Context: an optimization exercise on an open-source flow, tuned for small area and a short achievable clock period. The choices shown serve that exercise and are no tape-out recipe. No functional check of the RTL was part of any run shown here. Power figures rest on the tool's default switching activity, not on a simulated workload.

### flow/flow/run.sh
#!/bin/bash
# Standard ORFS layout with two changes:
#  - port buffers use the smallest buffer cell (buffer_ports' default pick is clkdlybuf4s50_1);
#  - after synthesis every combinational cell starts at drive strength 1 (flow/downsize.tcl),
#    and timing repair sizes up only what the timing needs.
set -euo pipefail
export BUFFER_PORTS_ARGS="-buffer_cell sky130_fd_sc_hd__buf_1"
export POST_SYNTH_TCL="$(pwd)/flow/downsize.tcl"
bash standard.sh finish > standard_flow.log 2>&1
### flow/flow/downsize.tcl
# Sourced after the synthesized netlist is loaded (POST_SYNTH_TCL): set every
# combinational cell to its smallest (_1) drive strength; the later timing repair
# sizes up the cells that need it. Flip-flops are left as synthesis made them.
set db [ord::get_db]
set n 0
foreach inst [[ord::get_db_block] getInsts] {
  set m [[$inst getMaster] getName]
  if {[regexp {^(sky130_fd_sc_hd__[a-z0-9]+)_([0-9]+)$} $m -> base d]} {
    if {[string match "*__df*" $base] || [string match "*__dl*" $base] || [string match "*__sdf*" $base]} { continue }
    if {$d > 1} {
      set nm [$db findMaster ${base}_1]
      if {$nm ne "NULL" && $nm ne ""} { $inst swapMaster $nm; incr n }
    }
  }
}
puts "downsize.tcl: set $n cells to drive strength 1"
### flow/standard.sh
#!/bin/bash
# synth_recipe.tcl (not shown) runs the flow's synth.tcl, then flattens the netlist and writes it again
# the make line also repeats each setting of config.mk as NAME=value (left out here)
make -C /OpenROAD-flow-scripts/flow DESIGN_CONFIG=/design/flow/config.mk WORK_HOME=/design/flow/orfs CLKGATE_MAP_FILE= SYNTH_SCRIPT=/design/flow/synth_recipe.tcl "${@:-finish}"
### flow/config.mk
export PLATFORM = sky130hd
export DESIGN_NAME = PE
export DESIGN_NICKNAME = PE
export VERILOG_FILES = /design/flow/design.v
export SDC_FILE = /design/flow/constraint.sdc
export NUM_CORES = 4
export LEC_CHECK = 0
export CAP_MARGIN = 20
export CORE_MARGIN = 2
export CORE_UTILIZATION = 40
export PLACE_DENSITY = 0.6
export SETUP_SLACK_MARGIN = 3.5
export SLEW_MARGIN = 20
export SYNTH_HIERARCHICAL = 1
export SYNTH_MINIMUM_KEEP_SIZE = 0
### flow/constraint.sdc
create_clock -name core_clock -period 8.0 [get_ports {clk}]
set_input_delay 1.6000 -clock core_clock [delete_from_list [all_inputs] [get_ports {clk}]]
set_output_delay 1.6000 -clock core_clock [all_outputs]
set_load 0.01 [all_outputs]
### flow/design.v
module PE (
    input  wire               clk,
    input  wire               rst,
    input  wire               en,
    input  wire               mode_residual,
    input  wire signed [15:0] input_data,
    input  wire signed [15:0] weight_data,
    input  wire signed [15:0] residual_data,
    output reg  signed [15:0] output_data,
    output wire               input_sparse,
    output wire               weight_sparse,
    output wire               computation_skipped,
    output reg         [15:0] sparse_count,
    output reg         [15:0] total_count
);
    assign input_sparse  = (input_data[15:4] == 12'h000) |
                           ((input_data[15:4] == 12'hfff) & (input_data[3:0] != 4'h0));
    assign weight_sparse = (weight_data[15:4] == 12'h000) |
                           ((weight_data[15:4] == 12'hfff) & (weight_data[3:0] != 4'h0));
    assign computation_skipped = input_sparse | weight_sparse;
    wire mac = en & ~computation_skipped;
    reg  [15:0] acc_s;
    reg  [15:0] acc_c;
    reg         acc_x;
    wire pp_0_0;    
    nd2 u_pp0_0 (.a(input_data[0]), .b(weight_data[0]), .y(pp_0_0));
    wire pp_0_1;    
    nd2 u_pp0_1 (.a(input_data[0]), .b(weight_data[1]), .y(pp_0_1));
    wire pp_0_2;    
    nd2 u_pp0_2 (.a(input_data[0]), .b(weight_data[2]), .y(pp_0_2));
    wire pp_0_3;    
    nd2 u_pp0_3 (.a(input_data[0]), .b(weight_data[3]), .y(pp_0_3));
    wire pp_0_4;    
    nd2 u_pp0_4 (.a(input_data[0]), .b(weight_data[4]), .y(pp_0_4));
    wire pp_0_5;    
    nd2 u_pp0_5 (.a(input_data[0]), .b(weight_data[5]), .y(pp_0_5));
    wire pp_0_6;    
    nd2 u_pp0_6 (.a(input_data[0]), .b(weight_data[6]), .y(pp_0_6));
    wire pp_0_7;    
    nd2 u_pp0_7 (.a(input_data[0]), .b(weight_data[7]), .y(pp_0_7));
    wire pp_0_8;    
    nd2 u_pp0_8 (.a(input_data[0]), .b(weight_data[8]), .y(pp_0_8));
    wire pp_0_9;    
    nd2 u_pp0_9 (.a(input_data[0]), .b(weight_data[9]), .y(pp_0_9));
    wire pp_0_10;    
    nd2 u_pp0_10 (.a(input_data[0]), .b(weight_data[10]), .y(pp_0_10));
    wire pp_0_11;    
    nd2 u_pp0_11 (.a(input_data[0]), .b(weight_data[11]), .y(pp_0_11));
    wire pp_0_12;    
    nd2 u_pp0_12 (.a(input_data[0]), .b(weight_data[12]), .y(pp_0_12));
    wire pp_0_13;    
    nd2 u_pp0_13 (.a(input_data[0]), .b(weight_data[13]), .y(pp_0_13));
    wire pp_0_14;    
    nd2 u_pp0_14 (.a(input_data[0]), .b(weight_data[14]), .y(pp_0_14));
    wire pp_0_15;    
    nd2 u_pp0_15 (.a(input_data[0]), .b(weight_data[15]), .y(pp_0_15));
    wire pp_1_0;    
    nd2 u_pp1_0 (.a(input_data[1]), .b(weight_data[0]), .y(pp_1_0));
    wire pp_1_1;    
    nd2 u_pp1_1 (.a(input_data[1]), .b(weight_data[1]), .y(pp_1_1));
    wire pp_1_2;    
    nd2 u_pp1_2 (.a(input_data[1]), .b(weight_data[2]), .y(pp_1_2));
    wire pp_1_3;    
    nd2 u_pp1_3 (.a(input_data[1]), .b(weight_data[3]), .y(pp_1_3));
    wire pp_1_4;    
    nd2 u_pp1_4 (.a(input_data[1]), .b(weight_data[4]), .y(pp_1_4));
    wire pp_1_5;    
    nd2 u_pp1_5 (.a(input_data[1]), .b(weight_data[5]), .y(pp_1_5));
    wire pp_1_6;    
    nd2 u_pp1_6 (.a(input_data[1]), .b(weight_data[6]), .y(pp_1_6));
    wire pp_1_7;    
    nd2 u_pp1_7 (.a(input_data[1]), .b(weight_data[7]), .y(pp_1_7));
    wire pp_1_8;    
    nd2 u_pp1_8 (.a(input_data[1]), .b(weight_data[8]), .y(pp_1_8));
    wire pp_1_9;    
    nd2 u_pp1_9 (.a(input_data[1]), .b(weight_data[9]), .y(pp_1_9));
    wire pp_1_10;    
    nd2 u_pp1_10 (.a(input_data[1]), .b(weight_data[10]), .y(pp_1_10));
    wire pp_1_11;    
    nd2 u_pp1_11 (.a(input_data[1]), .b(weight_data[11]), .y(pp_1_11));
    wire pp_1_12;    
    nd2 u_pp1_12 (.a(input_data[1]), .b(weight_data[12]), .y(pp_1_12));
    wire pp_1_13;    
    nd2 u_pp1_13 (.a(input_data[1]), .b(weight_data[13]), .y(pp_1_13));
    wire pp_1_14;    
    nd2 u_pp1_14 (.a(input_data[1]), .b(weight_data[14]), .y(pp_1_14));
    wire pp_2_0;    
    nd2 u_pp2_0 (.a(input_data[2]), .b(weight_data[0]), .y(pp_2_0));
    wire pp_2_1;    
    nd2 u_pp2_1 (.a(input_data[2]), .b(weight_data[1]), .y(pp_2_1));
    wire pp_2_2;    
    nd2 u_pp2_2 (.a(input_data[2]), .b(weight_data[2]), .y(pp_2_2));
    wire pp_2_3;    
    nd2 u_pp2_3 (.a(input_data[2]), .b(weight_data[3]), .y(pp_2_3));
    wire pp_2_4;    
    nd2 u_pp2_4 (.a(input_data[2]), .b(weight_data[4]), .y(pp_2_4));
    wire pp_2_5;    
    nd2 u_pp2_5 (.a(input_data[2]), .b(weight_data[5]), .y(pp_2_5));
    wire pp_2_6;    
    nd2 u_pp2_6 (.a(input_data[2]), .b(weight_data[6]), .y(pp_2_6));
    wire pp_2_7;    
    nd2 u_pp2_7 (.a(input_data[2]), .b(weight_data[7]), .y(pp_2_7));
    wire pp_2_8;    
    nd2 u_pp2_8 (.a(input_data[2]), .b(weight_data[8]), .y(pp_2_8));
    wire pp_2_9;    
    nd2 u_pp2_9 (.a(input_data[2]), .b(weight_data[9]), .y(pp_2_9));
    wire pp_2_10;    
    nd2 u_pp2_10 (.a(input_data[2]), .b(weight_data[10]), .y(pp_2_10));
    wire pp_2_11;    
    nd2 u_pp2_11 (.a(input_data[2]), .b(weight_data[11]), .y(pp_2_11));
    wire pp_2_12;    
    nd2 u_pp2_12 (.a(input_data[2]), .b(weight_data[12]), .y(pp_2_12));
    wire pp_2_13;    
    nd2 u_pp2_13 (.a(input_data[2]), .b(weight_data[13]), .y(pp_2_13));
    wire pp_3_0;    
    nd2 u_pp3_0 (.a(input_data[3]), .b(weight_data[0]), .y(pp_3_0));
    wire pp_3_1;    
    nd2 u_pp3_1 (.a(input_data[3]), .b(weight_data[1]), .y(pp_3_1));
    wire pp_3_2;    
    nd2 u_pp3_2 (.a(input_data[3]), .b(weight_data[2]), .y(pp_3_2));
    wire pp_3_3;    
    nd2 u_pp3_3 (.a(input_data[3]), .b(weight_data[3]), .y(pp_3_3));
    wire pp_3_4;    
    nd2 u_pp3_4 (.a(input_data[3]), .b(weight_data[4]), .y(pp_3_4));
    wire pp_3_5;    
    nd2 u_pp3_5 (.a(input_data[3]), .b(weight_data[5]), .y(pp_3_5));
    wire pp_3_6;    
    nd2 u_pp3_6 (.a(input_data[3]), .b(weight_data[6]), .y(pp_3_6));
    wire pp_3_7;    
    nd2 u_pp3_7 (.a(input_data[3]), .b(weight_data[7]), .y(pp_3_7));
    wire pp_3_8;    
    nd2 u_pp3_8 (.a(input_data[3]), .b(weight_data[8]), .y(pp_3_8));
    wire pp_3_9;    
    nd2 u_pp3_9 (.a(input_data[3]), .b(weight_data[9]), .y(pp_3_9));
    wire pp_3_10;    
    nd2 u_pp3_10 (.a(input_data[3]), .b(weight_data[10]), .y(pp_3_10));
    wire pp_3_11;    
    nd2 u_pp3_11 (.a(input_data[3]), .b(weight_data[11]), .y(pp_3_11));
    wire pp_3_12;    
    nd2 u_pp3_12 (.a(input_data[3]), .b(weight_data[12]), .y(pp_3_12));
    wire pp_4_0;    
    nd2 u_pp4_0 (.a(input_data[4]), .b(weight_data[0]), .y(pp_4_0));
    wire pp_4_1;    
    nd2 u_pp4_1 (.a(input_data[4]), .b(weight_data[1]), .y(pp_4_1));
    wire pp_4_2;    
    nd2 u_pp4_2 (.a(input_data[4]), .b(weight_data[2]), .y(pp_4_2));
    wire pp_4_3;    
    nd2 u_pp4_3 (.a(input_data[4]), .b(weight_data[3]), .y(pp_4_3));
    wire pp_4_4;    
    nd2 u_pp4_4 (.a(input_data[4]), .b(weight_data[4]), .y(pp_4_4));
    wire pp_4_5;    
    nd2 u_pp4_5 (.a(input_data[4]), .b(weight_data[5]), .y(pp_4_5));
    wire pp_4_6;    
    nd2 u_pp4_6 (.a(input_data[4]), .b(weight_data[6]), .y(pp_4_6));
    wire pp_4_7;    
    nd2 u_pp4_7 (.a(input_data[4]), .b(weight_data[7]), .y(pp_4_7));
    wire pp_4_8;    
    nd2 u_pp4_8 (.a(input_data[4]), .b(weight_data[8]), .y(pp_4_8));
    wire pp_4_9;    
    nd2 u_pp4_9 (.a(input_data[4]), .b(weight_data[9]), .y(pp_4_9));
    wire pp_4_10;    
    nd2 u_pp4_10 (.a(input_data[4]), .b(weight_data[10]), .y(pp_4_10));
    wire pp_4_11;    
    nd2 u_pp4_11 (.a(input_data[4]), .b(weight_data[11]), .y(pp_4_11));
    wire pp_5_0;    
    nd2 u_pp5_0 (.a(input_data[5]), .b(weight_data[0]), .y(pp_5_0));
    wire pp_5_1;    
    nd2 u_pp5_1 (.a(input_data[5]), .b(weight_data[1]), .y(pp_5_1));
    wire pp_5_2;    
    nd2 u_pp5_2 (.a(input_data[5]), .b(weight_data[2]), .y(pp_5_2));
    wire pp_5_3;    
    nd2 u_pp5_3 (.a(input_data[5]), .b(weight_data[3]), .y(pp_5_3));
    wire pp_5_4;    
    nd2 u_pp5_4 (.a(input_data[5]), .b(weight_data[4]), .y(pp_5_4));
    wire pp_5_5;    
    nd2 u_pp5_5 (.a(input_data[5]), .b(weight_data[5]), .y(pp_5_5));
    wire pp_5_6;    
    nd2 u_pp5_6 (.a(input_data[5]), .b(weight_data[6]), .y(pp_5_6));
    wire pp_5_7;    
    nd2 u_pp5_7 (.a(input_data[5]), .b(weight_data[7]), .y(pp_5_7));
    wire pp_5_8;    
    nd2 u_pp5_8 (.a(input_data[5]), .b(weight_data[8]), .y(pp_5_8));
    wire pp_5_9;    
    nd2 u_pp5_9 (.a(input_data[5]), .b(weight_data[9]), .y(pp_5_9));
    wire pp_5_10;    
    nd2 u_pp5_10 (.a(input_data[5]), .b(weight_data[10]), .y(pp_5_10));
    wire pp_6_0;    
    nd2 u_pp6_0 (.a(input_data[6]), .b(weight_data[0]), .y(pp_6_0));
    wire pp_6_1;    
    nd2 u_pp6_1 (.a(input_data[6]), .b(weight_data[1]), .y(pp_6_1));
    wire pp_6_2;    
    nd2 u_pp6_2 (.a(input_data[6]), .b(weight_data[2]), .y(pp_6_2));
    wire pp_6_3;    
    nd2 u_pp6_3 (.a(input_data[6]), .b(weight_data[3]), .y(pp_6_3));
    wire pp_6_4;    
    nd2 u_pp6_4 (.a(input_data[6]), .b(weight_data[4]), .y(pp_6_4));
    wire pp_6_5;    
    nd2 u_pp6_5 (.a(input_data[6]), .b(weight_data[5]), .y(pp_6_5));
    wire pp_6_6;    
    nd2 u_pp6_6 (.a(input_data[6]), .b(weight_data[6]), .y(pp_6_6));
    wire pp_6_7;    
    nd2 u_pp6_7 (.a(input_data[6]), .b(weight_data[7]), .y(pp_6_7));
    wire pp_6_8;    
    nd2 u_pp6_8 (.a(input_data[6]), .b(weight_data[8]), .y(pp_6_8));
    wire pp_6_9;    
    nd2 u_pp6_9 (.a(input_data[6]), .b(weight_data[9]), .y(pp_6_9));
    wire pp_7_0;    
    nd2 u_pp7_0 (.a(input_data[7]), .b(weight_data[0]), .y(pp_7_0));
    wire pp_7_1;    
    nd2 u_pp7_1 (.a(input_data[7]), .b(weight_data[1]), .y(pp_7_1));
    wire pp_7_2;    
    nd2 u_pp7_2 (.a(input_data[7]), .b(weight_data[2]), .y(pp_7_2));
    wire pp_7_3;    
    nd2 u_pp7_3 (.a(input_data[7]), .b(weight_data[3]), .y(pp_7_3));
    wire pp_7_4;    
    nd2 u_pp7_4 (.a(input_data[7]), .b(weight_data[4]), .y(pp_7_4));
    wire pp_7_5;    
    nd2 u_pp7_5 (.a(input_data[7]), .b(weight_data[5]), .y(pp_7_5));
    wire pp_7_6;    
    nd2 u_pp7_6 (.a(input_data[7]), .b(weight_data[6]), .y(pp_7_6));
    wire pp_7_7;    
    nd2 u_pp7_7 (.a(input_data[7]), .b(weight_data[7]), .y(pp_7_7));
    wire pp_7_8;    
    nd2 u_pp7_8 (.a(input_data[7]), .b(weight_data[8]), .y(pp_7_8));
    wire pp_8_0;    
    nd2 u_pp8_0 (.a(input_data[8]), .b(weight_data[0]), .y(pp_8_0));
    wire pp_8_1;    
    nd2 u_pp8_1 (.a(input_data[8]), .b(weight_data[1]), .y(pp_8_1));
    wire pp_8_2;    
    nd2 u_pp8_2 (.a(input_data[8]), .b(weight_data[2]), .y(pp_8_2));
    wire pp_8_3;    
    nd2 u_pp8_3 (.a(input_data[8]), .b(weight_data[3]), .y(pp_8_3));
    wire pp_8_4;    
    nd2 u_pp8_4 (.a(input_data[8]), .b(weight_data[4]), .y(pp_8_4));
    wire pp_8_5;    
    nd2 u_pp8_5 (.a(input_data[8]), .b(weight_data[5]), .y(pp_8_5));
    wire pp_8_6;    
    nd2 u_pp8_6 (.a(input_data[8]), .b(weight_data[6]), .y(pp_8_6));
    wire pp_8_7;    
    nd2 u_pp8_7 (.a(input_data[8]), .b(weight_data[7]), .y(pp_8_7));
    wire pp_9_0;    
    nd2 u_pp9_0 (.a(input_data[9]), .b(weight_data[0]), .y(pp_9_0));
    wire pp_9_1;    
    nd2 u_pp9_1 (.a(input_data[9]), .b(weight_data[1]), .y(pp_9_1));
    wire pp_9_2;    
    nd2 u_pp9_2 (.a(input_data[9]), .b(weight_data[2]), .y(pp_9_2));
    wire pp_9_3;    
    nd2 u_pp9_3 (.a(input_data[9]), .b(weight_data[3]), .y(pp_9_3));
    wire pp_9_4;    
    nd2 u_pp9_4 (.a(input_data[9]), .b(weight_data[4]), .y(pp_9_4));
    wire pp_9_5;    
    nd2 u_pp9_5 (.a(input_data[9]), .b(weight_data[5]), .y(pp_9_5));
    wire pp_9_6;    
    nd2 u_pp9_6 (.a(input_data[9]), .b(weight_data[6]), .y(pp_9_6));
    wire pp_10_0;    
    nd2 u_pp10_0 (.a(input_data[10]), .b(weight_data[0]), .y(pp_10_0));
    wire pp_10_1;    
    nd2 u_pp10_1 (.a(input_data[10]), .b(weight_data[1]), .y(pp_10_1));
    wire pp_10_2;    
    nd2 u_pp10_2 (.a(input_data[10]), .b(weight_data[2]), .y(pp_10_2));
    wire pp_10_3;    
    nd2 u_pp10_3 (.a(input_data[10]), .b(weight_data[3]), .y(pp_10_3));
    wire pp_10_4;    
    nd2 u_pp10_4 (.a(input_data[10]), .b(weight_data[4]), .y(pp_10_4));
    wire pp_10_5;    
    nd2 u_pp10_5 (.a(input_data[10]), .b(weight_data[5]), .y(pp_10_5));
    wire pp_11_0;    
    nd2 u_pp11_0 (.a(input_data[11]), .b(weight_data[0]), .y(pp_11_0));
    wire pp_11_1;    
    nd2 u_pp11_1 (.a(input_data[11]), .b(weight_data[1]), .y(pp_11_1));
    wire pp_11_2;    
    nd2 u_pp11_2 (.a(input_data[11]), .b(weight_data[2]), .y(pp_11_2));
    wire pp_11_3;    
    nd2 u_pp11_3 (.a(input_data[11]), .b(weight_data[3]), .y(pp_11_3));
    wire pp_11_4;    
    nd2 u_pp11_4 (.a(input_data[11]), .b(weight_data[4]), .y(pp_11_4));
    wire pp_12_0;    
    nd2 u_pp12_0 (.a(input_data[12]), .b(weight_data[0]), .y(pp_12_0));
    wire pp_12_1;    
    nd2 u_pp12_1 (.a(input_data[12]), .b(weight_data[1]), .y(pp_12_1));
    wire pp_12_2;    
    nd2 u_pp12_2 (.a(input_data[12]), .b(weight_data[2]), .y(pp_12_2));
    wire pp_12_3;    
    nd2 u_pp12_3 (.a(input_data[12]), .b(weight_data[3]), .y(pp_12_3));
    wire pp_13_0;    
    nd2 u_pp13_0 (.a(input_data[13]), .b(weight_data[0]), .y(pp_13_0));
    wire pp_13_1;    
    nd2 u_pp13_1 (.a(input_data[13]), .b(weight_data[1]), .y(pp_13_1));
    wire pp_13_2;    
    nd2 u_pp13_2 (.a(input_data[13]), .b(weight_data[2]), .y(pp_13_2));
    wire pp_14_0;    
    nd2 u_pp14_0 (.a(input_data[14]), .b(weight_data[0]), .y(pp_14_0));
    wire pp_14_1;    
    nd2 u_pp14_1 (.a(input_data[14]), .b(weight_data[1]), .y(pp_14_1));
    wire pp_15_0;    
    nd2 u_pp15_0 (.a(input_data[15]), .b(weight_data[0]), .y(pp_15_0));
    wire hs0, hc0;
    xn2 u_hs0 (.a(acc_cn[11]), .b(acc_sn[11]), .y(hs0));
    or2m u_hc0 (.a(acc_cn[11]), .b(acc_sn[11]), .y(hc0));
    wire fs0, fc0;
    fa u_fa0 (.a(acc_cn[12]), .b(acc_sn[12]), .c(pp_0_12), .s(fs0), .co(fc0));
    wire hs1, hc1;
    xn2 u_hs1 (.a(pp_10_2), .b(pp_11_1), .y(hs1));
    or2m u_hc1 (.a(pp_10_2), .b(pp_11_1), .y(hc1));
    wire fs1, fc1;
    fa u_fa1 (.a(acc_cn[13]), .b(acc_sn[13]), .c(pp_0_13), .s(fs1), .co(fc1));
    wire fs2, fc2;
    fa u_fa2 (.a(pp_10_3), .b(pp_11_2), .c(pp_12_1), .s(fs2), .co(fc2));
    wire hs2, hc2;
    xn2 u_hs2 (.a(pp_13_0), .b(pp_1_12), .y(hs2));
    or2m u_hc2 (.a(pp_13_0), .b(pp_1_12), .y(hc2));
    wire fs3, fc3;
    fa u_fa3 (.a(acc_cn[14]), .b(acc_sn[14]), .c(pp_0_14), .s(fs3), .co(fc3));
    wire fs4, fc4;
    fa u_fa4 (.a(pp_10_4), .b(pp_11_3), .c(pp_12_2), .s(fs4), .co(fc4));
    wire fs5, fc5;
    fa u_fa5 (.a(pp_13_1), .b(pp_14_0), .c(pp_1_13), .s(fs5), .co(fc5));
    wire hs3, hc3;
    xn2 u_hs3 (.a(pp_2_12), .b(pp_3_11), .y(hs3));
    or2m u_hc3 (.a(pp_2_12), .b(pp_3_11), .y(hc3));
    wire fs6, fc6;
    fa u_fa6 (.a(acc_cn[7]), .b(acc_sn[7]), .c(acc_xn), .s(fs6), .co(fc6));
    wire fs7, fc7;
    fa u_fa7 (.a(acc_cn[8]), .b(acc_sn[8]), .c(pp_0_8), .s(fs7), .co(fc7));
    wire hs4, hc4;
    xn2 u_hs4 (.a(pp_1_7), .b(pp_2_6), .y(hs4));
    or2m u_hc4 (.a(pp_1_7), .b(pp_2_6), .y(hc4));
    wire fs8, fc8;
    fa u_fa8 (.a(acc_cn[9]), .b(acc_sn[9]), .c(pp_0_9), .s(fs8), .co(fc8));
    wire fs9, fc9;
    fa u_fa9 (.a(pp_1_8), .b(pp_2_7), .c(pp_3_6), .s(fs9), .co(fc9));
    wire hs5, hc5;
    xn2 u_hs5 (.a(pp_4_5), .b(pp_5_4), .y(hs5));
    or2m u_hc5 (.a(pp_4_5), .b(pp_5_4), .y(hc5));
    wire fs10, fc10;
    fa u_fa10 (.a(acc_cn[10]), .b(acc_sn[10]), .c(pp_0_10), .s(fs10), .co(fc10));
    wire fs11, fc11;
    fa u_fa11 (.a(pp_10_0), .b(pp_1_9), .c(pp_2_8), .s(fs11), .co(fc11));
    wire fs12, fc12;
    fa u_fa12 (.a(pp_3_7), .b(pp_4_6), .c(pp_5_5), .s(fs12), .co(fc12));
    wire hs6, hc6;
    xn2 u_hs6 (.a(pp_6_4), .b(pp_7_3), .y(hs6));
    or2m u_hc6 (.a(pp_6_4), .b(pp_7_3), .y(hc6));
    wire fs13, fc13;
    fa u_fa13 (.a(hs0), .b(pp_0_11), .c(pp_10_1), .s(fs13), .co(fc13));
    wire fs14, fc14;
    fa u_fa14 (.a(pp_11_0), .b(pp_1_10), .c(pp_2_9), .s(fs14), .co(fc14));
    wire fs15, fc15;
    fa u_fa15 (.a(pp_3_8), .b(pp_4_7), .c(pp_5_6), .s(fs15), .co(fc15));
    wire fs16, fc16;
    fa u_fa16 (.a(pp_6_5), .b(pp_7_4), .c(pp_8_3), .s(fs16), .co(fc16));
    wire fs17, fc17;
    fa u_fa17 (.a(hc0), .b(pp_12_0), .c(pp_1_11), .s(fs17), .co(fc17));
    wire fs18, fc18;
    fa u_fa18 (.a(pp_2_10), .b(pp_3_9), .c(pp_4_8), .s(fs18), .co(fc18));
    wire fs19, fc19;
    fa u_fa19 (.a(pp_5_7), .b(pp_6_6), .c(pp_7_5), .s(fs19), .co(fc19));
    wire fs20, fc20;
    fa u_fa20 (.a(pp_8_4), .b(pp_9_3), .c(hs1), .s(fs20), .co(fc20));
    wire fs21, fc21;
    fa u_fa21 (.a(pp_2_11), .b(pp_3_10), .c(pp_4_9), .s(fs21), .co(fc21));
    wire fs22, fc22;
    fa u_fa22 (.a(pp_5_8), .b(pp_6_7), .c(pp_7_6), .s(fs22), .co(fc22));
    wire fs23, fc23;
    fa u_fa23 (.a(pp_8_5), .b(pp_9_4), .c(hc1), .s(fs23), .co(fc23));
    wire fs24, fc24;
    fa u_fa24 (.a(hs2), .b(fc0), .c(fs1), .s(fs24), .co(fc24));
    wire fs25, fc25;
    fa u_fa25 (.a(pp_4_10), .b(pp_5_9), .c(pp_6_8), .s(fs25), .co(fc25));
    wire fs26, fc26;
    fa u_fa26 (.a(pp_7_7), .b(pp_8_6), .c(pp_9_5), .s(fs26), .co(fc26));
    wire fs27, fc27;
    fa u_fa27 (.a(hc2), .b(hs3), .c(fc1), .s(fs27), .co(fc27));
    wire fs28, fc28;
    fa u_fa28 (.a(fc2), .b(fs3), .c(fs4), .s(fs28), .co(fc28));
    wire hs7, hc7;
    xn2 u_hs7 (.a(acc_sn[5]), .b(pp_0_5), .y(hs7));
    or2m u_hc7 (.a(acc_sn[5]), .b(pp_0_5), .y(hc7));
    wire fs29, fc29;
    fa u_fa29 (.a(acc_sn[6]), .b(pp_0_6), .c(pp_1_5), .s(fs29), .co(fc29));
    wire hs8, hc8;
    xn2 u_hs8 (.a(pp_2_4), .b(pp_3_3), .y(hs8));
    or2m u_hc8 (.a(pp_2_4), .b(pp_3_3), .y(hc8));
    wire fs30, fc30;
    fa u_fa30 (.a(fs6), .b(pp_0_7), .c(pp_1_6), .s(fs30), .co(fc30));
    wire fs31, fc31;
    fa u_fa31 (.a(pp_2_5), .b(pp_3_4), .c(pp_4_3), .s(fs31), .co(fc31));
    wire hs9, hc9;
    xn2 u_hs9 (.a(pp_5_2), .b(pp_6_1), .y(hs9));
    or2m u_hc9 (.a(pp_5_2), .b(pp_6_1), .y(hc9));
    wire fs32, fc32;
    fa u_fa32 (.a(fc6), .b(pp_3_5), .c(pp_4_4), .s(fs32), .co(fc32));
    wire fs33, fc33;
    fa u_fa33 (.a(pp_5_3), .b(pp_6_2), .c(pp_7_1), .s(fs33), .co(fc33));
    wire fs34, fc34;
    fa u_fa34 (.a(pp_8_0), .b(hs4), .c(fs7), .s(fs34), .co(fc34));
    wire fs35, fc35;
    fa u_fa35 (.a(pp_6_3), .b(pp_7_2), .c(pp_8_1), .s(fs35), .co(fc35));
    wire fs36, fc36;
    fa u_fa36 (.a(pp_9_0), .b(hc4), .c(hs5), .s(fs36), .co(fc36));
    wire fs37, fc37;
    fa u_fa37 (.a(fc7), .b(fs8), .c(fs9), .s(fs37), .co(fc37));
    wire fs38, fc38;
    fa u_fa38 (.a(pp_8_2), .b(pp_9_1), .c(hc5), .s(fs38), .co(fc38));
    wire fs39, fc39;
    fa u_fa39 (.a(hs6), .b(fc8), .c(fc9), .s(fs39), .co(fc39));
    wire fs40, fc40;
    fa u_fa40 (.a(fs10), .b(fs11), .c(fs12), .s(fs40), .co(fc40));
    wire fs41, fc41;
    fa u_fa41 (.a(pp_9_2), .b(hc6), .c(fc10), .s(fs41), .co(fc41));
    wire fs42, fc42;
    fa u_fa42 (.a(fc11), .b(fc12), .c(fs13), .s(fs42), .co(fc42));
    wire fs43, fc43;
    fa u_fa43 (.a(fs14), .b(fs15), .c(fs16), .s(fs43), .co(fc43));
    wire fs44, fc44;
    fa u_fa44 (.a(fc13), .b(fc14), .c(fc15), .s(fs44), .co(fc44));
    wire fs45, fc45;
    fa u_fa45 (.a(fc16), .b(fs0), .c(fs17), .s(fs45), .co(fc45));
    wire fs46, fc46;
    fa u_fa46 (.a(fs18), .b(fs19), .c(fs20), .s(fs46), .co(fc46));
    wire fs47, fc47;
    fa u_fa47 (.a(fc17), .b(fc18), .c(fc19), .s(fs47), .co(fc47));
    wire fs48, fc48;
    fa u_fa48 (.a(fs2), .b(fs21), .c(fs22), .s(fs48), .co(fc48));
    wire fs49, fc49;
    fa u_fa49 (.a(fc20), .b(fs23), .c(fs24), .s(fs49), .co(fc49));
    wire fs50, fc50;
    fa u_fa50 (.a(fc21), .b(fc22), .c(fs25), .s(fs50), .co(fc50));
    wire fs51, fc51;
    fa u_fa51 (.a(fs26), .b(fs5), .c(fc23), .s(fs51), .co(fc51));
    wire fs52, fc52;
    fa u_fa52 (.a(fc24), .b(fs27), .c(fs28), .s(fs52), .co(fc52));
    wire hs10, hc10;
    xn2 u_hs10 (.a(acc_sn[3]), .b(pp_0_3), .y(hs10));
    or2m u_hc10 (.a(acc_sn[3]), .b(pp_0_3), .y(hc10));
    wire fs53, fc53;
    fa u_fa53 (.a(acc_sn[4]), .b(pp_0_4), .c(pp_1_3), .s(fs53), .co(fc53));
    wire hs11, hc11;
    xn2 u_hs11 (.a(pp_2_2), .b(pp_3_1), .y(hs11));
    or2m u_hc11 (.a(pp_2_2), .b(pp_3_1), .y(hc11));
    wire fs54, fc54;
    fa u_fa54 (.a(pp_1_4), .b(pp_2_3), .c(pp_3_2), .s(fs54), .co(fc54));
    wire fs55, fc55;
    fa u_fa55 (.a(pp_4_1), .b(pp_5_0), .c(hs7), .s(fs55), .co(fc55));
    wire fs56, fc56;
    fa u_fa56 (.a(pp_4_2), .b(pp_5_1), .c(pp_6_0), .s(fs56), .co(fc56));
    wire fs57, fc57;
    fa u_fa57 (.a(hc7), .b(hs8), .c(fs29), .s(fs57), .co(fc57));
    wire fs58, fc58;
    fa u_fa58 (.a(pp_7_0), .b(hc8), .c(hs9), .s(fs58), .co(fc58));
    wire fs59, fc59;
    fa u_fa59 (.a(fc29), .b(fs30), .c(fs31), .s(fs59), .co(fc59));
    wire fs60, fc60;
    fa u_fa60 (.a(hc9), .b(fc30), .c(fc31), .s(fs60), .co(fc60));
    wire fs61, fc61;
    fa u_fa61 (.a(fs32), .b(fs33), .c(fs34), .s(fs61), .co(fc61));
    wire fs62, fc62;
    fa u_fa62 (.a(fc32), .b(fc33), .c(fs35), .s(fs62), .co(fc62));
    wire fs63, fc63;
    fa u_fa63 (.a(fs36), .b(fc34), .c(fs37), .s(fs63), .co(fc63));
    wire fs64, fc64;
    fa u_fa64 (.a(fc35), .b(fc36), .c(fs38), .s(fs64), .co(fc64));
    wire fs65, fc65;
    fa u_fa65 (.a(fc37), .b(fs39), .c(fs40), .s(fs65), .co(fc65));
    wire fs66, fc66;
    fa u_fa66 (.a(fc38), .b(fc39), .c(fc40), .s(fs66), .co(fc66));
    wire fs67, fc67;
    fa u_fa67 (.a(fs41), .b(fs42), .c(fs43), .s(fs67), .co(fc67));
    wire fs68, fc68;
    fa u_fa68 (.a(fc41), .b(fc42), .c(fc43), .s(fs68), .co(fc68));
    wire fs69, fc69;
    fa u_fa69 (.a(fs44), .b(fs45), .c(fs46), .s(fs69), .co(fc69));
    wire fs70, fc70;
    fa u_fa70 (.a(fc44), .b(fc45), .c(fs47), .s(fs70), .co(fc70));
    wire fs71, fc71;
    fa u_fa71 (.a(fs48), .b(fc46), .c(fs49), .s(fs71), .co(fc71));
    wire fs72, fc72;
    fa u_fa72 (.a(fc47), .b(fc48), .c(fs50), .s(fs72), .co(fc72));
    wire fs73, fc73;
    fa u_fa73 (.a(fs51), .b(fc49), .c(fs52), .s(fs73), .co(fc73));
    wire hs12, hc12;
    xn2 u_hs12 (.a(acc_sn[2]), .b(pp_0_2), .y(hs12));
    or2m u_hc12 (.a(acc_sn[2]), .b(pp_0_2), .y(hc12));
    wire fs74, fc74;
    fa u_fa74 (.a(pp_1_2), .b(pp_2_1), .c(pp_3_0), .s(fs74), .co(fc74));
    wire fs75, fc75;
    fa u_fa75 (.a(pp_4_0), .b(hc10), .c(hs11), .s(fs75), .co(fc75));
    wire fs76, fc76;
    fa u_fa76 (.a(hc11), .b(fc53), .c(fs54), .s(fs76), .co(fc76));
    wire fs77, fc77;
    fa u_fa77 (.a(fc54), .b(fs56), .c(fc55), .s(fs77), .co(fc77));
    wire fs78, fc78;
    fa u_fa78 (.a(fc56), .b(fs58), .c(fc57), .s(fs78), .co(fc78));
    wire fs79, fc79;
    fa u_fa79 (.a(fc58), .b(fc59), .c(fs60), .s(fs79), .co(fc79));
    wire fs80, fc80;
    fa u_fa80 (.a(fc60), .b(fs62), .c(fc61), .s(fs80), .co(fc80));
    wire fs81, fc81;
    fa u_fa81 (.a(fc62), .b(fs64), .c(fc63), .s(fs81), .co(fc81));
    wire fs82, fc82;
    fa u_fa82 (.a(fc64), .b(fc65), .c(fs66), .s(fs82), .co(fc82));
    wire fs83, fc83;
    fa u_fa83 (.a(fc66), .b(fc67), .c(fs68), .s(fs83), .co(fc83));
    wire fs84, fc84;
    fa u_fa84 (.a(fc68), .b(fs70), .c(fc69), .s(fs84), .co(fc84));
    wire fs85, fc85;
    fa u_fa85 (.a(fc70), .b(fs72), .c(fc71), .s(fs85), .co(fc85));
    wire hs13, hc13;
    xn2 u_hs13 (.a(acc_sn[1]), .b(pp_0_1), .y(hs13));
    or2m u_hc13 (.a(acc_sn[1]), .b(pp_0_1), .y(hc13));
    wire fs86, fc86;
    fa u_fa86 (.a(pp_1_1), .b(pp_2_0), .c(hs12), .s(fs86), .co(fc86));
    wire fs87, fc87;
    fa u_fa87 (.a(hc12), .b(hs10), .c(fs74), .s(fs87), .co(fc87));
    wire fs88, fc88;
    fa u_fa88 (.a(fc74), .b(fs53), .c(fs75), .s(fs88), .co(fc88));
    wire fs89, fc89;
    fa u_fa89 (.a(fc75), .b(fs55), .c(fs76), .s(fs89), .co(fc89));
    wire fs90, fc90;
    fa u_fa90 (.a(fc76), .b(fs57), .c(fs77), .s(fs90), .co(fc90));
    wire fs91, fc91;
    fa u_fa91 (.a(fs59), .b(fc77), .c(fs78), .s(fs91), .co(fc91));
    wire fs92, fc92;
    fa u_fa92 (.a(fc78), .b(fs79), .c(fs61), .s(fs92), .co(fc92));
    wire fs93, fc93;
    fa u_fa93 (.a(fc79), .b(fs63), .c(fs80), .s(fs93), .co(fc93));
    wire fs94, fc94;
    fa u_fa94 (.a(fs65), .b(fc80), .c(fs81), .s(fs94), .co(fc94));
    wire fs95, fc95;
    fa u_fa95 (.a(fs67), .b(fc81), .c(fs82), .s(fs95), .co(fc95));
    wire fs96, fc96;
    fa u_fa96 (.a(fs69), .b(fc82), .c(fs83), .s(fs96), .co(fc96));
    wire fs97, fc97;
    fa u_fa97 (.a(fc83), .b(fs71), .c(fs84), .s(fs97), .co(fc97));
    wire fs98, fc98;
    fa u_fa98 (.a(fs73), .b(fc84), .c(fs85), .s(fs98), .co(fc98));
    wire xs0;
    xo2 u_xo0 (.a(acc_cn[15]), .b(acc_sn[15]), .y(xs0));
    wire xs1;
    xo2 u_xo1 (.a(xs0), .b(pp_0_15), .y(xs1));
    wire xs2;
    xo2 u_xo2 (.a(pp_10_5), .b(pp_11_4), .y(xs2));
    wire xs3;
    xo2 u_xo3 (.a(pp_12_3), .b(pp_13_2), .y(xs3));
    wire xs4;
    xo2 u_xo4 (.a(pp_14_1), .b(pp_15_0), .y(xs4));
    wire xs5;
    xo2 u_xo5 (.a(pp_1_14), .b(pp_2_13), .y(xs5));
    wire xs6;
    xo2 u_xo6 (.a(pp_3_12), .b(pp_4_11), .y(xs6));
    wire xs7;
    xo2 u_xo7 (.a(pp_5_10), .b(pp_6_9), .y(xs7));
    wire xs8;
    xo2 u_xo8 (.a(pp_7_8), .b(pp_8_7), .y(xs8));
    wire xs9;
    xo2 u_xo9 (.a(pp_9_6), .b(xs1), .y(xs9));
    wire xs10;
    xo2 u_xo10 (.a(xs2), .b(xs3), .y(xs10));
    wire xs11;
    xo2 u_xo11 (.a(xs4), .b(xs5), .y(xs11));
    wire xs12;
    xo2 u_xo12 (.a(xs6), .b(xs7), .y(xs12));
    wire xs13;
    xo2 u_xo13 (.a(xs8), .b(hc3), .y(xs13));
    wire xs14;
    xo2 u_xo14 (.a(fc25), .b(fc26), .y(xs14));
    wire xs15;
    xo2 u_xo15 (.a(fc3), .b(fc4), .y(xs15));
    wire xs16;
    xo2 u_xo16 (.a(fc5), .b(xs10), .y(xs16));
    wire xs17;
    xo2 u_xo17 (.a(xs11), .b(xs12), .y(xs17));
    wire xs18;
    xo2 u_xo18 (.a(xs9), .b(xs13), .y(xs18));
    wire xs19;
    xo2 u_xo19 (.a(xs14), .b(xs15), .y(xs19));
    wire xs20;
    xo2 u_xo20 (.a(xs16), .b(xs17), .y(xs20));
    wire xs21;
    xo2 u_xo21 (.a(xs18), .b(fc27), .y(xs21));
    wire xs22;
    xo2 u_xo22 (.a(xs19), .b(xs20), .y(xs22));
    wire xs23;
    xo2 u_xo23 (.a(fc28), .b(fc50), .y(xs23));
    wire xs24;
    xo2 u_xo24 (.a(xs21), .b(xs22), .y(xs24));
    wire xs25;
    xo2 u_xo25 (.a(fc51), .b(xs23), .y(xs25));
    wire xs26;
    xo2 u_xo26 (.a(xs24), .b(xs25), .y(xs26));
    wire xs27;
    xo2 u_xo27 (.a(fc52), .b(fc72), .y(xs27));
    wire xs28;
    xo2 u_xo28 (.a(xs26), .b(xs27), .y(xs28));
    wire xs29;
    xo2 u_xo29 (.a(xs28), .b(fc73), .y(xs29));
    wire xs30;
    xn2 u_xo30 (.a(xs29), .b(fc85), .y(xs30));
    wire hs14, hc14;
    xn2 u_hs14 (.a(acc_sn[0]), .b(pp_0_0), .y(hs14));
    or2m u_hc14 (.a(acc_sn[0]), .b(pp_0_0), .y(hc14));
    wire fs99, fc99;
    fa u_fa99 (.a(pp_1_0), .b(hc14), .c(hs13), .s(fs99), .co(fc99));
    wire fs100, fc100;
    fa u_fa100 (.a(hc13), .b(fc99), .c(fs86), .s(fs100), .co(fc100));
    wire fs101, fc101;
    fa u_fa101 (.a(fc86), .b(fs87), .c(fc100), .s(fs101), .co(fc101));
    wire fs102, fc102;
    fa u_fa102 (.a(fc87), .b(fs88), .c(fc101), .s(fs102), .co(fc102));
    wire fs103, fc103;
    fa u_fa103 (.a(fc88), .b(fs89), .c(fc102), .s(fs103), .co(fc103));
    wire fs104, fc104;
    fa u_fa104 (.a(fc89), .b(fs90), .c(fc103), .s(fs104), .co(fc104));
    wire [15:0] row0 = {xs30, fc97, fc96, fc95, fc94, fc93, fc92, fc91, fc90, fs104, fs103, fs102, fs101, fs100, fs99, hs14};
    wire [15:0] row1 = {fc98, fs98, fs97, fs96, fs95, fs94, fs93, fs92, fs91, 1'b0, 1'b0, 1'b0, 1'b0, 1'b0, 1'b0, 1'b0};
    wire        rowx = fc104;    
    wire [15:0] res_g = residual_data & {16{mode_residual}};
    wire hs15, hc15;
    ha u_ha15 (.a(acc_c[7]), .b(acc_s[7]), .s(hs15), .co(hc15));
    wire hs16, hc16;
    ha u_ha16 (.a(acc_c[8]), .b(acc_s[8]), .s(hs16), .co(hc16));
    wire hs17, hc17;
    ha u_ha17 (.a(acc_c[9]), .b(acc_s[9]), .s(hs17), .co(hc17));
    wire hs18, hc18;
    ha u_ha18 (.a(acc_c[10]), .b(acc_s[10]), .s(hs18), .co(hc18));
    wire hs19, hc19;
    ha u_ha19 (.a(acc_c[11]), .b(acc_s[11]), .s(hs19), .co(hc19));
    wire hs20, hc20;
    ha u_ha20 (.a(acc_c[12]), .b(acc_s[12]), .s(hs20), .co(hc20));
    wire hs21, hc21;
    ha u_ha21 (.a(acc_c[13]), .b(acc_s[13]), .s(hs21), .co(hc21));
    wire hs22, hc22;
    ha u_ha22 (.a(acc_c[14]), .b(acc_s[14]), .s(hs22), .co(hc22));
    wire hs23, hc23;
    ha u_ha23 (.a(acc_x), .b(hs15), .s(hs23), .co(hc23));
    wire fs105, fc105;
    fa u_fa105 (.a(hc15), .b(hs16), .c(res_g[8]), .s(fs105), .co(fc105));
    wire fs106, fc106;
    fa u_fa106 (.a(hc16), .b(hs17), .c(res_g[9]), .s(fs106), .co(fc106));
    wire fs107, fc107;
    fa u_fa107 (.a(hc17), .b(hs18), .c(res_g[10]), .s(fs107), .co(fc107));
    wire fs108, fc108;
    fa u_fa108 (.a(hc18), .b(hs19), .c(res_g[11]), .s(fs108), .co(fc108));
    wire fs109, fc109;
    fa u_fa109 (.a(hc19), .b(hs20), .c(res_g[12]), .s(fs109), .co(fc109));
    wire fs110, fc110;
    fa u_fa110 (.a(hc20), .b(hs21), .c(res_g[13]), .s(fs110), .co(fc110));
    wire fs111, fc111;
    fa u_fa111 (.a(hc21), .b(hs22), .c(res_g[14]), .s(fs111), .co(fc111));
    wire xs31;
    xo2 u_xo31 (.a(acc_c[15]), .b(acc_s[15]), .y(xs31));
    wire xs32;
    xo2 u_xo32 (.a(xs31), .b(hc22), .y(xs32));
    wire xs33;
    xo2 u_xo33 (.a(res_g[15]), .b(xs32), .y(xs33));
    wire xs34;
    xo2 u_xo34 (.a(xs33), .b(fc111), .y(xs34));
    wire [15:0] out0 = {xs34, fc110, fc109, fc108, fc107, fc106, fc105, hc23, res_g[7], acc_s[6], acc_s[5], acc_s[4], acc_s[3], acc_s[2], acc_s[1], acc_s[0]};
    wire [15:0] out1 = {1'b0, fs111, fs110, fs109, fs108, fs107, fs106, fs105, hs23, res_g[6], res_g[5], res_g[4], res_g[3], res_g[2], res_g[1], res_g[0]};
    wire [15:0] out_nx = out0 + out1;
    wire [15:0] acc_s_d, acc_c_d, out_d;
    wire [15:0] acc_sn = ~acc_s;
    wire [15:0] acc_cn = ~acc_c;
    wire acc_xn = ~acc_x;
    mx2i u_ms0 (.s(mac), .a1(row0[0]), .a0(acc_sn[0]), .y(acc_s_d[0]));
    mx2i u_ms1 (.s(mac), .a1(row0[1]), .a0(acc_sn[1]), .y(acc_s_d[1]));
    mx2i u_ms2 (.s(mac), .a1(row0[2]), .a0(acc_sn[2]), .y(acc_s_d[2]));
    mx2i u_ms3 (.s(mac), .a1(row0[3]), .a0(acc_sn[3]), .y(acc_s_d[3]));
    mx2i u_ms4 (.s(mac), .a1(row0[4]), .a0(acc_sn[4]), .y(acc_s_d[4]));
    mx2i u_ms5 (.s(mac), .a1(row0[5]), .a0(acc_sn[5]), .y(acc_s_d[5]));
    mx2i u_ms6 (.s(mac), .a1(row0[6]), .a0(acc_sn[6]), .y(acc_s_d[6]));
    mx2i u_ms7 (.s(mac), .a1(row0[7]), .a0(acc_sn[7]), .y(acc_s_d[7]));
    mx2i u_ms8 (.s(mac), .a1(row0[8]), .a0(acc_sn[8]), .y(acc_s_d[8]));
    mx2i u_ms9 (.s(mac), .a1(row0[9]), .a0(acc_sn[9]), .y(acc_s_d[9]));
    mx2i u_ms10 (.s(mac), .a1(row0[10]), .a0(acc_sn[10]), .y(acc_s_d[10]));
    mx2i u_ms11 (.s(mac), .a1(row0[11]), .a0(acc_sn[11]), .y(acc_s_d[11]));
    mx2i u_ms12 (.s(mac), .a1(row0[12]), .a0(acc_sn[12]), .y(acc_s_d[12]));
    mx2i u_ms13 (.s(mac), .a1(row0[13]), .a0(acc_sn[13]), .y(acc_s_d[13]));
    mx2i u_ms14 (.s(mac), .a1(row0[14]), .a0(acc_sn[14]), .y(acc_s_d[14]));
    mx2i u_ms15 (.s(mac), .a1(row0[15]), .a0(acc_sn[15]), .y(acc_s_d[15]));
    mx2i u_mc7 (.s(mac), .a1(row1[7]), .a0(acc_cn[7]), .y(acc_c_d[7]));
    mx2i u_mc8 (.s(mac), .a1(row1[8]), .a0(acc_cn[8]), .y(acc_c_d[8]));
    mx2i u_mc9 (.s(mac), .a1(row1[9]), .a0(acc_cn[9]), .y(acc_c_d[9]));
    mx2i u_mc10 (.s(mac), .a1(row1[10]), .a0(acc_cn[10]), .y(acc_c_d[10]));
    mx2i u_mc11 (.s(mac), .a1(row1[11]), .a0(acc_cn[11]), .y(acc_c_d[11]));
    mx2i u_mc12 (.s(mac), .a1(row1[12]), .a0(acc_cn[12]), .y(acc_c_d[12]));
    mx2i u_mc13 (.s(mac), .a1(row1[13]), .a0(acc_cn[13]), .y(acc_c_d[13]));
    mx2i u_mc14 (.s(mac), .a1(row1[14]), .a0(acc_cn[14]), .y(acc_c_d[14]));
    mx2i u_mc15 (.s(mac), .a1(row1[15]), .a0(acc_cn[15]), .y(acc_c_d[15]));
    wire acc_x_d;
    mx2i u_mx (.s(mac), .a1(rowx), .a0(acc_xn), .y(acc_x_d));
    mx2 u_mo0 (.s(en), .a1(out_nx[0]), .a0(output_data[0]), .y(out_d[0]));
    mx2 u_mo1 (.s(en), .a1(out_nx[1]), .a0(output_data[1]), .y(out_d[1]));
    mx2 u_mo2 (.s(en), .a1(out_nx[2]), .a0(output_data[2]), .y(out_d[2]));
    mx2 u_mo3 (.s(en), .a1(out_nx[3]), .a0(output_data[3]), .y(out_d[3]));
    mx2 u_mo4 (.s(en), .a1(out_nx[4]), .a0(output_data[4]), .y(out_d[4]));
    mx2 u_mo5 (.s(en), .a1(out_nx[5]), .a0(output_data[5]), .y(out_d[5]));
    mx2 u_mo6 (.s(en), .a1(out_nx[6]), .a0(output_data[6]), .y(out_d[6]));
    mx2 u_mo7 (.s(en), .a1(out_nx[7]), .a0(output_data[7]), .y(out_d[7]));
    mx2 u_mo8 (.s(en), .a1(out_nx[8]), .a0(output_data[8]), .y(out_d[8]));
    mx2 u_mo9 (.s(en), .a1(out_nx[9]), .a0(output_data[9]), .y(out_d[9]));
    mx2 u_mo10 (.s(en), .a1(out_nx[10]), .a0(output_data[10]), .y(out_d[10]));
    mx2 u_mo11 (.s(en), .a1(out_nx[11]), .a0(output_data[11]), .y(out_d[11]));
    mx2 u_mo12 (.s(en), .a1(out_nx[12]), .a0(output_data[12]), .y(out_d[12]));
    mx2 u_mo13 (.s(en), .a1(out_nx[13]), .a0(output_data[13]), .y(out_d[13]));
    mx2 u_mo14 (.s(en), .a1(out_nx[14]), .a0(output_data[14]), .y(out_d[14]));
    mx2 u_mo15 (.s(en), .a1(out_nx[15]), .a0(output_data[15]), .y(out_d[15]));
    always @(posedge clk or posedge rst) begin
        if (rst) begin
            acc_s <= 16'd0;
            acc_c <= 16'd0;
            acc_x <= 1'b0;
            output_data <= 16'd0;
            sparse_count <= 16'd0;
            total_count <= 16'd0;
        end else begin
            total_count  <= total_count + {15'd0, en};
            sparse_count <= sparse_count + {15'd0, en & computation_skipped};
            acc_s <= acc_s_d;
            acc_c[7] <= acc_c_d[7];
            acc_c[8] <= acc_c_d[8];
            acc_c[9] <= acc_c_d[9];
            acc_c[10] <= acc_c_d[10];
            acc_c[11] <= acc_c_d[11];
            acc_c[12] <= acc_c_d[12];
            acc_c[13] <= acc_c_d[13];
            acc_c[14] <= acc_c_d[14];
            acc_c[15] <= acc_c_d[15];
            acc_x <= acc_x_d;
            output_data <= out_d;
        end
    end
endmodule
module fa (input wire a, input wire b, input wire c, output wire s, output wire co);
    assign s = a ^ b ^ c;
    assign co = (a & b) | (a & c) | (b & c);
endmodule
module ha (input wire a, input wire b, output wire s, output wire co);
    assign s = a ^ b;
    assign co = a & b;
endmodule
module xo2 (input wire a, input wire b, output wire y);
    assign y = a ^ b;
endmodule
module xn2 (input wire a, input wire b, output wire y);
    assign y = ~(a ^ b);
endmodule
module or2m (input wire a, input wire b, output wire y);
    assign y = a | b;
endmodule
module nd2 (input wire a, input wire b, output wire y);
    assign y = ~(a & b);
endmodule
module mx2 (input wire s, input wire a1, input wire a0, output wire y);
    assign y = s ? a1 : a0;
endmodule
module mx2i (input wire s, input wire a1, input wire a0, output wire y);
    assign y = ~(s ? a1 : a0);
endmodule
==> summary.md, run 1 <==
| Metric | Value |
|---|---|
| Total grt overflow | `0` |
| Setup tns final | `0 ns` |
| GP Congestion | `a little under 0.9` |
| Initial Util | `0.4064` |
| Final setup violation count | `0` |
| Post-synthesis sequential area ratio | `0.2514` |
| Post-DP HPWL | `around 13,000 µm` |
| WL final | `between 15,000 and 20,000 µm` |
| Core Area | `approximately 0.018 mm²` |
| Layout cells sized above 1 | `0.06227` |
| Worst slew margin | `0.3761` |
| Final min period | `between 4 and 5 ns` |
| Global-route wire length before repair | `between 20,000 and 30,000 µm` |
| Die width | `approximately 140 µm` |
| R2r setup slk | `~4.6 ns` |
| Most common cell after layout, fill and taps aside | `nand2_1` |
| Peak VDD IR | `0.0002075 V` |
| Grt peak-use layer | `met2` |
| Nets | `between 900 and 1,000` |
| R2r endpoint | `acc_c[14]$_DFF_PP0_` |
| WL per Instance | `16.39 µm` |
| PwrDens | `about 410 mW/mm²` |
| DRC viols | `0` |
| Layout area overhead | `14.91%` |
| Yosys warns | `7` |
| Crit Path Class | `in2reg` |
| Worst Path Max Fanout | `14` |
| H-tree depth | `3` |
| Post-Synthesis Mean Instance Area | `~11 µm²` |
| # rows | `~50` |
| P_leak | `~3.5 nW` |
| Clock transition at path regs | `approximately 0.05 ns` |
| Vias in the first global route | `between 5,000 and 6,000` |
| Num ports | `103` |
| Met2 GRT Util | `0.2834` |
| Worst setup EP type | `flop` |
| Die Span Y | `approximately 140 µm` |
| Highest-count cells in the layout ignoring fill and taps | `153 x nand2_1, 110 x fa_1, 77 x buf_1, 74 x dfrtp_1, 44 x xnor2_1` |
| Hold WC Path Type | `reg2reg` |
| CTS buffer count | `9` |
| Clk Latency, worst-skew pair | `between 0.3 and 0.4 ns` |
| Max cap viols | `0` |
| DR iter-0 viols | `around 300` |
| Worst setup startpoint | `input_data[3]` |
| Unrepaired setup endpoints after global routing | `true` |
| Total track usage | `0.1838` |
| Pin count of the biggest net entering global routing | `75` |
| Netlist cell types | `between 40 and 50` |
| Synthesized Nets | `roughly 900` |
| PortBufs | `102` |
| Final Slew Violations | `0` |
| Worst Path Required | `8.20 ns` |
| Initial antenna violation count | `0` |
| Reg2reg path depth | `8` |
| Router iterations before antenna repair | `5` |
| Global-route track usage on met3 | `0.03384` |
| Achievable clock frequency | `between 200 and 250 MHz` |
| Worst Tran Pin Value | `0.9359 ns` |
| Multi-input gate area | `0.005343 mm²` |
| Post-detailed-route via-to-cell ratio | `roughly 5.2` |
| Seq. cell area | `roughly 0.0019 mm²` |
| Ratio of final minimum period to clock period | `0.5516` |
| Main flop type after synthesis | `dfrtp_1` |
| Clk sinks | `74` |
| Layout fillers | `roughly 1,700` |
| Worst Setup Start Kind | `input pin` |
| Worst EP arrival | `about 4.6 ns` |
| Clk root buf | `clkbuf_16` |
| Reg-to-Reg Start | `acc_c[13]$_DFF_PP0_` |
| GR met1 Demand/Resource | `0.2650` |
| Mapped cell area | `roughly 0.0073 mm²` |
| CTS max path bufs | `2` |
| Final Hold Viols | `0` |
| DR vias | `between 5,000 and 6,000` |
| Yosys chip area | `0.007366 mm²` |
| Skew final | `about 0.0097 ns` |
| Number of enable flip-flop cells after synthesis | `0` |
| Status | `finished clean` |
| Die footprint | `around 0.019 mm²` |
| Final ANT Viol Nets | `0` |
| Synth async-reset ratio | `1.000` |
| Cells after Synth | `just under 700` |
| CTS tree | `done` |
| End of the critical path | `acc_s[6]$_DFF_PP0_` |
| Yosys reg bits | `74` |
| # diodes | `0` |
| Hold slack | `about 0.47 ns` |
-- flip-flops by register name (all words and copies together), names as in the netlist --
name	count
acc_s	16
sparse_count	16
acc_x	1
total_count	16
output_data	16
acc_c	9
-- power by group --
group          switching (mW)  internal, mW
combinational            1.30          1.15
clock                   0.146         0.255
sequential             0.0814         0.529
total                    1.53          1.94
-- worst min-delay path by stage --
stage,slack [ns],startpoint,cells after the start,to
2_1_floorplan,0.51,sparse_count[15]$_DFF_PP0_,1,sparse_count[15]$_DFF_PP0_
3_3_place_gp,0.46,total_count[15]$_DFF_PP0_,1,total_count[15]$_DFF_PP0_
3_5_place_dp,0.47,total_count[15]$_DFF_PP0_,1,total_count[15]$_DFF_PP0_
4_1_cts,0.47,total_count[15]$_DFF_PP0_,1,total_count[15]$_DFF_PP0_
5_1_grt,0.48,sparse_count[15]$_DFF_PP0_,1,sparse_count[15]$_DFF_PP0_
6_report,0.47,sparse_count[15]$_DFF_PP0_,1,sparse_count[15]$_DFF_PP0_
-- critical path, cell delays in order --
cell      delay [ns]
clkbuf_4        0.25
nand2_1         0.10
fa_1            0.50
fa_1            0.44
fa_2            0.37
fa_1            0.38
fa_1            0.41
fa_1            0.50
mux2i_1         0.07
-- timing repair --
| item | in CTS | in global routing |
|---|---|---|
| hold endpoints to repair | 0 | 0 |
| buffers inserted | 0 | 1 |
| hold buffers | 0 | 0 |
| gates cloned | 0 | 0 |
| pin swaps | 0 | 1 |
| endpoints found under the setup margin | 19 | 11 |
| resized for setup | 23 | 27 |
-- logic make-up after synthesis --
kind of cell    share of synthesized area
buf+inv                           0.01885
compound gates                    0.03652
mux                               0.06795
fa+ha+maj                          0.3547
flops                              0.2514
xor+xnor                           0.1034
simple gates                       0.1671
-- final cells by class --
cell class,count,area share
Multi-Input combinational cell,575,0.6368
Sequential cell,74,0.2207
Timing Repair Buffer,106,0.05802
Tap cell,229,0.03415
Clock buffer,12,0.03057
Inverter,34,0.01521
Clock inverter,2,0.004474
-- through the flow --
stage | total power [mW] | cells | instance area, µm² | util | setup WS [ns]
2_1_floorplan | 2.560 | 686 | 7308 | - | 3.493
3_3_place_gp | 3.066 | 1017 | 7989 | 0.4447 | 2.717
3_5_place_dp | 3.105 | 1017 | 7989 | 0.4447 | 2.661
4_1_cts | 3.523 | 1031 | 8320 | 0.4632 | 3.449
5_1_grt | 3.922 | 1032 | 8389 | 0.4670 | 3.470
6_report | 3.470 | 1032 | 8389 | 0.4670 | 3.587
-- per-module statistics from Yosys, one instance, submodules excluded --
module	cells inside	cell area, µm²	flops+latches
mx2	1	15.01	0
xo2	1	8.758	0
fa	1	20.02	0
PE	322	3468	74
mx2i	1	10.01	0
nd2	1	3.754	0
xn2	1	8.758	0
or2m	1	6.256	0
ha	1	12.51	0
-- Yosys cell counts, types with 2 or more instances --
master,count,share of area
mux2i_1,26,0.035
nand4_1,14,0.012
nand3_1,16,0.011
a31oi_1,2,0.0017
a211o_1,2,0.0024
xor2_1,43,0.051
nand3b_1,2,0.0020
and4_1,2,0.0024
ha_1,28,0.048
nor3_1,6,0.0041
a21oi_1,14,0.0095
nand2_1,153,0.078
clkbuf_1,3,0.0015
inv_1,34,0.017
and2_1,19,0.016
o21ai_0,7,0.0048
dfrtp_1,74,0.25
nor2_1,9,0.0046
nor4_1,10,0.0085
xnor2_1,44,0.052
a21o_1,5,0.0051
a2111oi_0,2,0.0024
or2_1,15,0.013
mux2_4,16,0.033
o211ai_1,2,0.0020
and3_1,10,0.0085
fa_1,113,0.31
nand2b_1,2,0.0017
-- metal layers --
metal	share of wire	routed length (µm)	vias up
li1	-	-	2496
met1	0.46	7831	2696
met2	0.46	7823	199
met3	0.057	967	21
met4	0.017	295	0
met5	0	0	-
==> run 2: changes to the inputs <==
--- a/flow/config.mk
+++ b/flow/config.mk
@@ -9,5 +9,5 @@
 export CORE_MARGIN = 2
 export CORE_UTILIZATION = 40
-export PLACE_DENSITY = 0.6
+export PLACE_DENSITY = 0.5
 export SETUP_SLACK_MARGIN = 3.5
 export SLEW_MARGIN = 20
==> run 2 against run 1 <==
Effect of this change:
- sequential share of layout area shrank 0.26 points
- clock-buffer cell count decreased by 3
- worst setup slack lost 0.088 ns
- register-to-register slack about the same
- critical path depth down 1
- critical path type is now in2out
- maximum frequency shrank 2.0%
- still clean on timing, DRC and antenna
- hold slack improved by 0.0059 ns
==> summary.md, run 2 <==
| Metric | Value |
|---|---|
| H-tree depth | `3 (unchanged)` |
| CP max stage cell | `nor4_4` |
| CTS max path bufs | `2 (unchanged)` |
| WL per Instance | `17.73 µm (+8.2%)` |
| Clk root buf | `clkbuf_16` |
| Setup tns final | `0 ns (unchanged)` |
| Synth async-reset ratio | `1.000 (unchanged)` |
| Post-DP HPWL | `14,190 µm (+7.5%)` |
| Router iterations before antenna repair | `5 (unchanged)` |
| Hold_sp | `sparse_count[15]$_DFF_PP0_` |
| Mapped cell area | `0.007301 mm² (unchanged)` |
| Largest family of logic cells by synthesized area | `adder cells` |
| Crit Path Class | `in2out` |
| Cells after Synth | `686 (unchanged)` |
| Hold slack | `0.4743 ns (+0.005917 ns)` |
| Number of enable flip-flop cells after synthesis | `0 (unchanged)` |
| Area fraction of the dominant cell type after synthesis | `0.3071 (unchanged)` |
| Post-synth top area cell | `fa_1` |
| Hold WC Path Type | `reg2reg` |
| Area share of fa/ha/maj cells after synthesis | `0.3547 (unchanged)` |
| Die width | `139.1 µm (unchanged)` |
| Vias in the first global route | `5,752 (+3.0%)` |
| Core Area | `0.01796 mm² (unchanged)` |
| Yosys chip area | `0.007366 mm² (unchanged)` |
| Top cells by count, synth | `153 x nand2_1, 113 x fa_1, 74 x dfrtp_1, 44 x xnor2_1, 43 x xor2_1` |
| Worst Tran Pin Value | `0.6909 ns (-0.2450 ns)` |
| Main flop type after synthesis | `dfrtp_1` |
| Post-Layout Cell Count | `1,037 (+0.48%)` |
| Levels on crit path | `8 (-1)` |
| Cts hold-fix bufs | `0 (unchanged)` |
| Post-Synth XOR/XNOR Area | `0.1034 (unchanged)` |
| Final Slew Violations | `0 (unchanged)` |
| R2r setup slk | `4.60 ns (about the same)` |
| PwrDens | `420.6 mW/mm² (+1.7%)` |
| Die Span Y | `139.1 µm (unchanged)` |
| GR met1 Demand/Resource | `0.2863 (+0.02129)` |
| Largest stage delay, worst path | `0.31 ns (-0.19 ns)` |
| Netlist cell types | `41 (unchanged)` |
| Final Hold Viols | `0 (unchanged)` |
| Ratio of final minimum period to clock period | `0.5626 (+0.01100)` |
| Post-synthesis compound-gate area fraction | `0.03652 (unchanged)` |
| Multi-input gate area | `0.005381 mm² (+0.73%)` |
| Highest-count cells in the layout ignoring fill and taps | `152 x nand2_1, 104 x fa_1, 78 x buf_1, 74 x dfrtp_1` |
| Hold EP | `sparse_count[15]$_DFF_PP0_` |
| Worst EP arrival | `2.90 ns (-1.71 ns)` |
| Post-Synthesis Mean Instance Area | `10.64 µm² (unchanged)` |
| Final ANT Viol Nets | `0 (unchanged)` |
| Final setup violation count | `0 (unchanged)` |
| Skew final | `0.008960 ns (-0.0007274 ns)` |
| Clk sinks | `74 (unchanged)` |
| PortBufs | `102 (unchanged)` |
| DR iter-0 viols | `281 (-6.6%)` |
| # diodes | `0 (unchanged)` |
| Met2 GRT Util | `0.3067 (+0.02333)` |
| Post-synthesis sequential area ratio | `0.2514 (unchanged)` |
| # rows | `49 (unchanged)` |
| Clock transition at path regs | `0.06 ns (about the same)` |
| Layout cells sized above 1 | `0.07797 (+0.01570)` |
| Clk Latency, worst-skew pair | `0.34 ns (about the same)` |
| Area contributors post-synth | `fa_1 31%, dfrtp_1 25%, nand2_1 7.8%, xnor2_1 5.2%, xor2_1 5.1%` |
| Initial Util | `0.4064 (unchanged)` |
| Most frequent CP cell | `buf_6` |
| Reg-to-Reg Start | `acc_c[13]$_DFF_PP0_` |
| DRC viols | `0 (unchanged)` |
| Total grt overflow | `0 (unchanged)` |
| Num ports | `103 (unchanged)` |
| Seq. cell area | `0.001852 mm² (unchanged)` |
| Worst setup EP type | `output pin` |
| Reg2reg path depth | `8 (unchanged)` |
| Worst Path Required | `6.40 ns (-1.80 ns)` |
| Global-route track usage on met3 | `0.02866 (-0.005180)` |
| Max cap viols | `0 (unchanged)` |
| P_leak | `3.535 nW (+1.3%)` |
| Simple-gate share of the synthesized area | `0.1671 (unchanged)` |
| Final min period | `4.501 ns (+0.08800 ns)` |
| Global-route wire length before repair | `30,070 µm (+6.0%)` |
| Status | `finished clean` |
| CP top delay family | `simple AND/OR/NAND/NOR gates` |
| Cell Chain, Critical Path | `buf_1 > buf_6 > buf_4 > nor4_4 > nor4_2 > a31oi_2 > nand2_1 > buf_6` |
| Count leader, synth | `nand2_1` |
| Total power | `3.571 mW (+2.9%)` |
| Initial antenna violation count | `0 (unchanged)` |
| Worst Setup Start Kind | `input pin` |
| DR vias | `5,394 (-0.33%)` |
| Final core utilization | `0.4726 (+0.005572)` |
| Worst slew margin | `0.5394 (+0.1634)` |
| WL final | `18,390 µm (+8.7%)` |
| Most common cell after layout, fill and taps aside | `nand2_1` |
| WHS Path Cells | `1 (unchanged)` |
| Yosys reg bits | `74 (unchanged)` |
| Post-detailed-route via-to-cell ratio | `5.202 (-0.81%)` |
| CTS tree | `done` |
| Grt peak-use layer | `met2` |
| Die footprint | `0.01935 mm² (unchanged)` |
| Total track usage | `0.1959 (+0.01201)` |
| Yosys warns | `7 (unchanged)` |
| R2r endpoint | `acc_c[14]$_DFF_PP0_` |
| Worst Path Max Fanout | `8 (-6)` |
| Nets | `997 (+0.40%)` |
| Dpl cells | `1,018 (+0.098%)` |
| Unrepaired setup endpoints after global routing | `true` |
| Peak VDD IR | `0.0003172 V (+53%)` |
| Layout area overhead | `16.28%` |
| WP buf/inv | `4 (+3)` |
| Post-synthesis mux area share | `0.06795 (unchanged)` |
| GP Congestion | `0.8856 (+0.11%)` |
| Synthesized Nets | `879 (unchanged)` |
| Achievable clock frequency | `222.2 MHz (-2.0%)` |
| CTS buffer count | `9 (unchanged)` |
| Pin count of the biggest net entering global routing | `75 (unchanged)` |
| Layout fillers | `1,744 (+1.6%)` |
[run 2: cell counts after synthesis]
No cell type changed its count.
[run 2: worst register-to-register path: stages (launching register included)]
cell and delay, ns:
dfrtp_1 0.36, inv_1 0.08, fa_1 0.56, fa_1 0.44
fa_1 0.47, fa_2 0.36, fa_1 0.45, fa_1 0.49
mux2i_1 0.06
[run 2: power breakdown]
group	total (mW)	internal, mW	switching [mW]
Combinational	2.49	1.16	1.33
Sequential	0.609	0.529	0.0804
Clock	0.471	0.305	0.167
[run 2: worst max-delay path by stage]
stage / startpoint / end / slack [ns]
2_1_floorplan: input_data[0] / acc_c[14]$_DFF_PP0_ / 3.49
3_3_place_gp: weight_data[2] / acc_s[6]$_DFF_PP0_ / 2.77
3_5_place_dp: weight_data[0] / acc_s[6]$_DFF_PP0_ / 2.68
4_1_cts: input_data[1] / acc_s[6]$_DFF_PP0_ / 3.48
6_report: input_data[0] / computation_skipped / 3.50
5_1_grt: input_data[0] / acc_c[14]$_DFF_PP0_ / 3.46
[run 2: through the flow]
step | cell area (µm²) | worst slack [ns]
after floorplan | 7308 | 3.493
after global placement | 7996 | 2.770
after detailed placement | 7996 | 2.680
after CTS | 8414 | 3.477
after global routing | 8489 | 3.457
final | 8489 | 3.499
[run 2: cell type report]
class / count / area share
Clock buffer: 9 / 0.02653
Clock inverter: 6 / 0.01356
Inverter: 34 / 0.01503
Multi-Input combinational cell: 575 / 0.6339
Sequential cell: 74 / 0.2181
Tap cell: 229 / 0.03375
Timing Repair Buffer: 110 / 0.05910
[run 2: layer usage]
layer | vias up | wire, µm | part of all wire
met5 | - | 0 | 0
met4 | 0 | 193 | 0.010
met3 | 16 | 950 | 0.052
met2 | 170 | 8797 | 0.48
met1 | 2713 | 8445 | 0.46
li1 | 2495 | - | -
[run 2: kinds of logic after synthesis]
kind of cell / count (synthesis)
simple gates: 264
compound gates: 41
mux: 42
xor+xnor: 87
fa+ha+maj: 141
buf+inv: 37
flops: 74
[run 2: Yosys stat by module (local to each module, per instance)]
module  copies in the design  flops+latches  cells inside  cell area, µm²
PE                         1             74           322            3468
fa                       112              0             1           20.02
ha                         9              0             1           12.51
mx2                       16              0             1           15.01
mx2i                      26              0             1           10.01
nd2                      136              0             1           3.754
or2m                      15              0             1           6.256
xn2                       16              0             1           8.758
xo2                       34              0             1           8.758
[run 2: repair_timing]
action / in CTS / in global routing
pin swaps: 1 / 5
gates resized for setup: 28 / 22
cloned: 0 / 0
endpoints found under the setup margin: 16 / 12
buffers inserted: 4 / 0

separate check: timing with driven ports:
Ports are ideal in the flow. The routed layouts listed here were re-timed in OpenROAD.
Step 1: set_driving_cell puts a clkbuf_16 on clk and a buf_2 on each other input, an assumption about the parent block.
Step 2 times the ports against the registers' clock, not the clock port: input delays grow and output delays shrink by t, the midpoint of the rising clock arrivals with the driver on.
Slacks: ideal / step 1 / step 2; pairs: ideal / step 1.
run | t, ns | slack for setup (ns) | cell pins on the clock port's net
run 1 | 0.371 | 3.587 / 3.569 / 3.228 | 1
run 2 | 0.377 | 3.499 / 3.479 / 3.146 | 1
After both steps every run listed still meets setup and hold. For run 1, which loses most, drivers alone change the setup slack by -0.018 ns; drivers and shift together by -0.359 ns.
